This is an optimization exercise on Yosys and OpenROAD, whose aim is small area, not a production implementation. At most, simulation tests tie the RTL to the original design; equivalence was not proved. The clock input has no modelled driver; a real chip could not lean on it and would need a root buffer or a full tree. Power is estimated from default activity; no workload was simulated.

## wip/fjord
==> module tile_hash_frontend, before the edit <==
module tile_hash_frontend (
    input  logic        clk,
    input  logic        rst_n,
    input  logic        vram_we,
    input  logic [12:0] vram_addr,
    input  logic [7:0]  vram_wdata,
    input  logic        cfg_enable,
    output logic        tile_done,
    output logic [8:0]  tile_index,
    output logic        hash_valid,
    output logic [15:0] hash_out
);
    logic [7:0]  tile_buffer [0:15];
    logic [15:0] written;
    logic [8:0]  cur_tile;
    logic        capture_in_progress;
    logic        streaming;
    logic        done;
    logic [3:0]  stream_index;
    logic [15:0] crc;
    wire cap_we  = cfg_enable & vram_we & ~(vram_addr[12] & vram_addr[11]);
    wire new_cap = cap_we & (~capture_in_progress | (vram_addr[12:4] != cur_tile));
    logic [3:0]  wr_lo, wr_hi;
    logic [15:0] wr_en;
    always_comb begin
        for (int i = 0; i < 4; i++) begin
            wr_lo[i] = vram_addr[1:0] == 2'(i);
            wr_hi[i] = cap_we & (vram_addr[3:2] == 2'(i));
        end
        for (int i = 0; i < 16; i++)
            wr_en[i] = wr_lo[i % 4] & wr_hi[i / 4];
    end
    logic [7:0] buffer_next [0:15];
    logic [8:0] cur_tile_next;
    for (genvar g = 0; g < 16; g++) begin : g_hold
        hold_mux #(.W(8)) u_hold (
            .en   (wr_en[g]),
            .en_n (~wr_en[g]),
            .d    (vram_wdata),
            .q    (tile_buffer[g]),
            .y    (buffer_next[g])
        );
    end
    hold_mux #(.W(9)) u_tile_hold (
        .en   (new_cap),
        .en_n (~new_cap),
        .d    (vram_addr[12:4]),
        .q    (cur_tile),
        .y    (cur_tile_next)
    );
    always_ff @(posedge clk) begin
        for (int i = 0; i < 16; i++)
            tile_buffer[i] <= buffer_next[i];
        written  <= wr_en | (written & ~{16{new_cap}});
        cur_tile <= cur_tile_next;
    end
    logic       stream_index_lo;
    logic [2:0] stream_index_hi;
    assign stream_index = {stream_index_hi, stream_index_lo};
    wire last  = streaming & (&stream_index);
    wire start = ~streaming & capture_in_progress & (&written);
    assign done = ~streaming & stream_index_lo;
    always_ff @(posedge clk or negedge rst_n) begin
        if (!rst_n) begin
            capture_in_progress <= 1'b0;
            streaming           <= 1'b0;
            stream_index_lo     <= 1'b0;
        end else begin
            capture_in_progress <= ~last & (cap_we | capture_in_progress);
            streaming           <= start | (streaming & ~last);
            stream_index_lo     <= streaming & (~stream_index_lo | last);
        end
    end
    always_ff @(posedge clk) begin
        stream_index_hi <= streaming ? stream_index_hi + {2'b00, stream_index_lo} : 3'd0;
    end
    logic [7:0] byte_in;
    always_comb begin
        byte_in = 8'h00;
        for (int i = 0; i < 16; i++)
            if (written[i] && stream_index == 4'(i))
                byte_in = byte_in | tile_buffer[i];
    end
    wire [7:0]  t = crc[15:8] ^ byte_in;
    wire [7:0]  x = t ^ {4'h0, t[7:4]};
    wire [15:0] crc_step = {crc[7:0], 8'h00} ^ {x[3:0], 12'h000} ^ {3'b000, x, 5'b00000} ^ {8'h00, x};
    always_ff @(posedge clk) begin
        crc          <= streaming ? crc_step : 16'hFFFF;
    end
    assign tile_done  = done;
    assign hash_valid = done;
    assign tile_index = cur_tile;
    assign hash_out   = crc;
endmodule
==> flow/config.mk <==
export PLATFORM = sky130hd
export DESIGN_NAME = tile_hash_frontend
export DESIGN_NICKNAME = tile_hash_frontend
export VERILOG_FILES = /design/flow/design.v
export SDC_FILE = /design/flow/constraint.sdc
export NUM_CORES = 4
export LEC_CHECK = 0
export CAP_MARGIN = 20
export CORE_MARGIN = 2
export CORE_UTILIZATION = 70
export SLEW_MARGIN = 20
export SYNTH_HIERARCHICAL = 1
export SYNTH_MINIMUM_KEEP_SIZE = 0
==> flow/constraint.sdc <==
create_clock -name core_clock -period 10.0 [get_ports {clk}]
set_input_delay 2.0000 -clock core_clock [delete_from_list [all_inputs] [get_ports {clk}]]
set_output_delay 2.0000 -clock core_clock [all_outputs]
set_load 0.01 [all_outputs]
standard.sh (not shown) runs the stock make flow with config.mk's settings and CLKGATE_MAP_FILE= SYNTH_SCRIPT=/design/flow/synth_recipe.tcl, a recipe that flattens the netlist after the stock synthesis.
==> flow/flow/run.sh <==
#!/bin/bash
# Layout flow: the standard flow (standard.sh) with these changes:
#  * after the standard synthesis, the combinational logic is re-mapped for
#    area with ABC (remap.ys, with each remap_*.abc script and cell set; the
#    smallest result after resize.py is kept). The registers are left exactly
#    as the standard synthesis made them (same instances, names and cells).
#  * resize.py then gives each gate the smallest drive strength whose max
#    capacitance covers its estimated load, so that placement does not have
#    to add buffers.
#  * port buffers are the smallest buffer (buf_1)
#  * the clock tree is built by manual_cts.tcl (ORFS PRE_CTS_TCL hook): a root
#    buffer and 10 clkbuf_8, one per balanced k-means cluster of flip-flops
# Each tool's output goes to its own log in this folder (and ORFS's logs).
set -euo pipefail
R=orfs/results/sky130hd/tile_hash_frontend/base
export BUFFER_PORTS_ARGS="-buffer_cell sky130_fd_sc_hd__buf_1"
export PRE_CTS_TCL=$PWD/flow/manual_cts.tcl
export MANUAL_CTS_LEAVES=10 MANUAL_CTS_LEAF_BUF=sky130_fd_sc_hd__clkbuf_8 MANUAL_CTS_ROOT_BUF=sky130_fd_sc_hd__clkbuf_4

bash standard.sh synth > standard_synth.log 2>&1
cp $R/1_2_yosys.v standard_1_2_yosys.v
LIB=$FLOW_HOME/platforms/sky130hd/lib/sky130_fd_sc_hd__tt_025C_1v80.lib
FFS=$(grep -o "sky130_fd_sc_hd__[a-z0-9_]*" standard_1_2_yosys.v | sort -u | grep -E "__(df|edf|sdf|dl)" | tr '\n' ' ')
best=""; best_area=""; k=0
for du in "" "-dont_use *nor3_1 -dont_use *nor4_1" "-dont_use *nor3_1"; do
  for abc in flow/remap_*.abc; do
    k=$((k+1)); n=remap_$k
    sed -e "s|@LIB@|$LIB|g" -e "s|@FFS@|$FFS|g" -e "s|@ABC@|$PWD/$abc|g" -e "s|@DU@|$du|g" \
        -e "s|@IN@|$PWD/standard_1_2_yosys.v|g" -e "s|@OUT@|$PWD/$n.v|g" flow/remap.ys > $n.ys
    if yosys -l $n.log -s $n.ys > /dev/null 2>&1 && \
       python3 flow/resize.py $LIB $n.v ${n}_up.v 0.2 0.004 > ${n}_resize.log 2>&1; then
      a=$(grep "total area" ${n}_resize.log | awk '{print $NF}')
      echo "$n: $(basename $abc) [$du] $a" >> remap_areas.log
      if [[ -z "$best" ]] || awk "BEGIN{exit !($a < $best_area)}"; then best=$n; best_area=$a; fi
    fi
  done
done
echo "kept $best ($best_area)" >> remap_areas.log
cp ${best}_up.v remapped.v
cp remapped.v $R/1_2_yosys.v
touch $R/1_2_yosys.v
bash standard.sh > standard.log 2>&1
Other scripts of this flow, unchanged in this note and not shown: flow/flow/manual_cts.tcl, flow/flow/remap.ys, flow/flow/remap_t6.abc, flow/flow/remap_u2.abc, flow/flow/remap_u3.abc, flow/flow/remap_u4.abc, flow/flow/resize.py
For wip/umber, these inputs were changed with respect to wip/fjord:
--- a/flow/design.v
+++ b/flow/design.v
@@ -54,27 +54,20 @@
             tile_buffer[i] <= buffer_next[i];
         written  <= wr_en | (written & ~{16{new_cap}});
         cur_tile <= cur_tile_next;
     end
-    logic       stream_index_lo;
-    logic [2:0] stream_index_hi;
-    assign stream_index = {stream_index_hi, stream_index_lo};
     wire last  = streaming & (&stream_index);
     wire start = ~streaming & capture_in_progress & (&written);
-    assign done = ~streaming & stream_index_lo;
     always_ff @(posedge clk or negedge rst_n) begin
         if (!rst_n) begin
             capture_in_progress <= 1'b0;
             streaming           <= 1'b0;
-            stream_index_lo     <= 1'b0;
+            done                <= 1'b0;
         end else begin
             capture_in_progress <= ~last & (cap_we | capture_in_progress);
             streaming           <= start | (streaming & ~last);
-            stream_index_lo     <= streaming & (~stream_index_lo | last);
+            done                <= last;
         end
-    end
-    always_ff @(posedge clk) begin
-        stream_index_hi <= streaming ? stream_index_hi + {2'b00, stream_index_lo} : 3'd0;
     end
     logic [7:0] byte_in;
     always_comb begin
         byte_in = 8'h00;
@@ -85,8 +78,9 @@
     wire [7:0]  t = crc[15:8] ^ byte_in;
     wire [7:0]  x = t ^ {4'h0, t[7:4]};
     wire [15:0] crc_step = {crc[7:0], 8'h00} ^ {x[3:0], 12'h000} ^ {3'b000, x, 5'b00000} ^ {8'h00, x};
     always_ff @(posedge clk) begin
+        stream_index <= streaming ? stream_index + 4'd1 : 4'd0;
         crc          <= streaming ? crc_step : 16'hFFFF;
     end
     assign tile_done  = done;
     assign hash_valid = done;
==> run notes <==
Against wip/fjord, internal power in wip/umber came out worse. In the metrics for wip/fjord and wip/umber, the one carrying the higher largest net degree at the start of global routing is wip/fjord. In wip/umber, the placed wire-length estimate came out 4.0% above the value in wip/fjord. When wip/umber is set beside wip/fjord, its die area turns out to be about 0.44% larger. Going from wip/fjord to wip/umber, static leakage power picked up an extra 2.9%; net switching power went up about 2%; routed wire length went up 560 µm; placeable core region has increased; area growth from synthesis to final layout +0.16 points. Diff wip/fjord -> wip/umber: arrival time of the worst setup path now larger, post-route cell area rose about 0.6%. On vertical extent of the die, wip/fjord and wip/umber are basically level. Number of iterations in the first detailed-routing pass | wip/umber above wip/fjord. In wip/umber the register-to-register setup slack turned out 0.03 ns higher than in wip/fjord.
In every run of this note, the design's own scripts or RTL, not TritonCTS, make the clock network.

========
tile_hash_frontend, a different RTL version from the one above (not shown whole).
Size: about 52 I/O pins, about 6400 um2 of cells after synthesis.
// tile_hash_frontend
module tile_hash_frontend (
    input  logic        clk,
    input  logic        rst_n,
    input  logic        vram_we,
    input  logic [12:0] vram_addr,
    input  logic [7:0]  vram_wdata,
    input  logic        cfg_enable,
    output logic        tile_done,
    output logic [8:0]  tile_index,
    output logic        hash_valid,
    output logic [15:0] hash_out
);
==> module tile_hash_frontend, before the edit <==
module tile_hash_frontend (
    input  logic        clk,
    input  logic        rst_n,
    input  logic        vram_we,
    input  logic [12:0] vram_addr,
    input  logic [7:0]  vram_wdata,
    input  logic        cfg_enable,
    output logic        tile_done,
    output logic [8:0]  tile_index,
    output logic        hash_valid,
    output logic [15:0] hash_out
);
    logic [7:0]  tile_buffer [0:15];
    logic [15:0] written;
    logic [8:0]  cur_tile;
    logic        capture_in_progress;
    logic        streaming;
    logic        done;
    logic [3:0]  stream_index;
    logic [15:0] crc;
    wire cap_we  = cfg_enable & vram_we & ~(vram_addr[12] & vram_addr[11]);
    wire new_cap = cap_we & (~capture_in_progress | (vram_addr[12:4] != cur_tile));
    logic [3:0]  wr_lo, wr_hi;
    logic [15:0] wr_en;
    always_comb begin
        for (int i = 0; i < 4; i++) begin
            wr_lo[i] = vram_addr[1:0] == 2'(i);
            wr_hi[i] = cap_we & (vram_addr[3:2] == 2'(i));
        end
        for (int i = 0; i < 16; i++)
            wr_en[i] = wr_lo[i % 4] & wr_hi[i / 4];
    end
    always_ff @(posedge clk) begin
        for (int i = 0; i < 16; i++)
            if (wr_en[i])
                tile_buffer[i] <= vram_wdata;
        written <= wr_en | (written & ~{16{new_cap}});
        if (new_cap)
            cur_tile <= vram_addr[12:4];
    end
    wire last  = streaming & (&stream_index);
    wire start = ~streaming & capture_in_progress & (&written);
    always_ff @(posedge clk or negedge rst_n) begin
        if (!rst_n) begin
            capture_in_progress <= 1'b0;
            streaming           <= 1'b0;
            done                <= 1'b0;
        end else begin
            capture_in_progress <= ~last & (cap_we | capture_in_progress);
            streaming           <= start | (streaming & ~last);
            done                <= last;
        end
    end
    logic [7:0] byte_in;
    always_comb begin
        byte_in = 8'h00;
        for (int i = 0; i < 16; i++)
            if (written[i] && stream_index == 4'(i))
                byte_in = byte_in | tile_buffer[i];
    end
    wire [7:0]  t = crc[15:8] ^ byte_in;
    wire [7:0]  x = t ^ {4'h0, t[7:4]};
    wire [15:0] crc_step = {crc[7:0], 8'h00} ^ {x[3:0], 12'h000} ^ {3'b000, x, 5'b00000} ^ {8'h00, x};
    always_ff @(posedge clk) begin
        stream_index <= streaming ? stream_index + 4'd1 : 4'd0;
        crc          <= streaming ? crc_step : 16'hFFFF;
    end
    assign tile_done  = done;
    assign hash_valid = done;
    assign tile_index = cur_tile;
    assign hash_out   = crc;
endmodule
Settings: LEC_CHECK=0, CAP_MARGIN=20, CORE_MARGIN=2, CORE_UTILIZATION=70, SLEW_MARGIN=20; clock period 10.0 ns.
==> flow/flow/run.sh <==
#!/bin/bash
# Layout flow: the standard flow (standard.sh) with these changes:
#  * after the standard synthesis, the combinational logic is re-mapped for
#    area with ABC (remap.ys, with each remap_*.abc script and cell set; the
#    smallest result after upsize.py is kept). The registers are left exactly
#    as the standard synthesis made them (same instances, names and cells).
#  * upsize.py then gives a larger drive strength to the few gates whose
#    estimated load is over their max capacitance, so that placement does not
#    have to add buffers for them.
#  * port buffers are the smallest buffer (buf_1)
#  * the clock tree is built by manual_cts.tcl (ORFS PRE_CTS_TCL hook): a root
#    buffer and 10 clkbuf_8, one per balanced k-means cluster of flip-flops
# Each tool's output goes to its own log in this folder (and ORFS's logs).
set -euo pipefail
R=orfs/results/sky130hd/tile_hash_frontend/base
export BUFFER_PORTS_ARGS="-buffer_cell sky130_fd_sc_hd__buf_1"
export PRE_CTS_TCL=$PWD/flow/manual_cts.tcl
export MANUAL_CTS_LEAVES=10 MANUAL_CTS_LEAF_BUF=sky130_fd_sc_hd__clkbuf_8 MANUAL_CTS_ROOT_BUF=sky130_fd_sc_hd__clkbuf_4

bash standard.sh synth > standard_synth.log 2>&1
cp $R/1_2_yosys.v standard_1_2_yosys.v
LIB=$FLOW_HOME/platforms/sky130hd/lib/sky130_fd_sc_hd__tt_025C_1v80.lib
FFS=$(grep -o "sky130_fd_sc_hd__[a-z0-9_]*" standard_1_2_yosys.v | sort -u | grep -E "__(df|edf|sdf|dl)" | tr '\n' ' ')
best=""; best_area=""; k=0
for du in "" "-dont_use *nor3_1 -dont_use *nor4_1" "-dont_use *nor3_1"; do
  for abc in flow/remap_*.abc; do
    k=$((k+1)); n=remap_$k
    sed -e "s|@LIB@|$LIB|g" -e "s|@FFS@|$FFS|g" -e "s|@ABC@|$PWD/$abc|g" -e "s|@DU@|$du|g" \
        -e "s|@IN@|$PWD/standard_1_2_yosys.v|g" -e "s|@OUT@|$PWD/$n.v|g" flow/remap.ys > $n.ys
    if yosys -l $n.log -s $n.ys > /dev/null 2>&1 && \
       python3 flow/upsize.py $LIB $n.v ${n}_up.v 0.2 0.004 > ${n}_upsize.log 2>&1; then
      a=$(grep "total area" ${n}_upsize.log | awk '{print $NF}')
      echo "$n: $(basename $abc) [$du] $a" >> remap_areas.log
      if [[ -z "$best" ]] || awk "BEGIN{exit !($a < $best_area)}"; then best=$n; best_area=$a; fi
    fi
  done
done
echo "kept $best ($best_area)" >> remap_areas.log
cp ${best}_up.v remapped.v
cp remapped.v $R/1_2_yosys.v
touch $R/1_2_yosys.v
bash standard.sh > standard.log 2>&1
Other scripts of this flow, unchanged in this note and not shown: flow/flow/manual_cts.tcl, flow/flow/remap.ys, flow/flow/remap_t6.abc, flow/flow/remap_u2.abc, flow/flow/remap_u3.abc, flow/flow/remap_u4.abc, flow/flow/upsize.py
The first run finished with timing, DRC and antenna clean.
Then changed:
--- a/flow/design.v
+++ b/flow/design.v
@@ -37,22 +37,29 @@
                 tile_buffer[i] <= vram_wdata;
         written <= wr_en | (written & ~{16{new_cap}});
         if (new_cap)
             cur_tile <= vram_addr[12:4];
     end
+    logic       stream_index_lo;
+    logic [2:0] stream_index_hi;
+    assign stream_index = {stream_index_hi, stream_index_lo};
     wire last  = streaming & (&stream_index);
     wire start = ~streaming & capture_in_progress & (&written);
+    assign done = ~streaming & stream_index_lo;
     always_ff @(posedge clk or negedge rst_n) begin
         if (!rst_n) begin
             capture_in_progress <= 1'b0;
             streaming           <= 1'b0;
-            done                <= 1'b0;
+            stream_index_lo     <= 1'b0;
         end else begin
             capture_in_progress <= ~last & (cap_we | capture_in_progress);
             streaming           <= start | (streaming & ~last);
-            done                <= last;
+            stream_index_lo     <= streaming & (~stream_index_lo | last);
         end
+    end
+    always_ff @(posedge clk) begin
+        stream_index_hi <= streaming ? stream_index_hi + {2'b00, stream_index_lo} : 3'd0;
     end
     logic [7:0] byte_in;
     always_comb begin
         byte_in = 8'h00;
         for (int i = 0; i < 16; i++)
@@ -61,11 +68,10 @@
     end
     wire [7:0]  t = crc[15:8] ^ byte_in;
     wire [7:0]  x = t ^ {4'h0, t[7:4]};
     wire [15:0] crc_step = {crc[7:0], 8'h00} ^ {x[3:0], 12'h000} ^ {3'b000, x, 5'b00000} ^ {8'h00, x};
     always_ff @(posedge clk) begin
-        stream_index <= streaming ? stream_index + 4'd1 : 4'd0;
         crc          <= streaming ? crc_step : 16'hFFFF;
     end
     assign tile_done  = done;
     assign hash_valid = done;
     assign tile_index = cur_tile;
Power went down by 0.59%.
Register-to-register slack gets worse by 0.27 ns.
Via count went up by 0.75%.
Combinational power went down by 7.0%.
Routed wire length went down by 3.4%.
Cell area barely changes.
For the second run of this note, only the layout was checked, not whether the RTL still works. No run of this note takes its clock network from TritonCTS; it comes from the design's own scripts or RTL.

[what the ideal ports hide]
The results above use ideal ports. As a check the final layouts listed here were re-extracted and re-timed, cells and wires unchanged. Step 1 sets driving cells, clkbuf_16 on the clock port and buf_2 on the other inputs (assumed; they add their load-dependent delay and slew). Step 2 also shifts input and output timing later by t, the mid clock arrival at the registers, as if the neighbouring blocks saw the same clock. a / b / c = no drivers / after step 1 / after step 2; a / b = the first two.
| run | shift t [ns] | setup WS [ns] | worst register clock-pin slew, ns |
|---|---|---|---|
| wip/fjord | 0.588 | 6.089 / 6.103 / 5.515 | 0.11 / 0.11 |
| wip/umber | 0.581 | 5.908 / 5.917 / 5.336 | 0.11 / 0.12 |
| the first run of note 2 | 0.562 | 6.513 / 6.524 / 5.961 | 0.11 / 0.11 |
| the second run of note 2 | 0.562 | 6.458 / 6.472 / 5.911 | 0.12 / 0.12 |
After both steps setup and hold are still met in every run listed. For wip/fjord, which loses most, drivers alone change the setup slack by +0.014 ns; drivers and shift together by -0.574 ns.
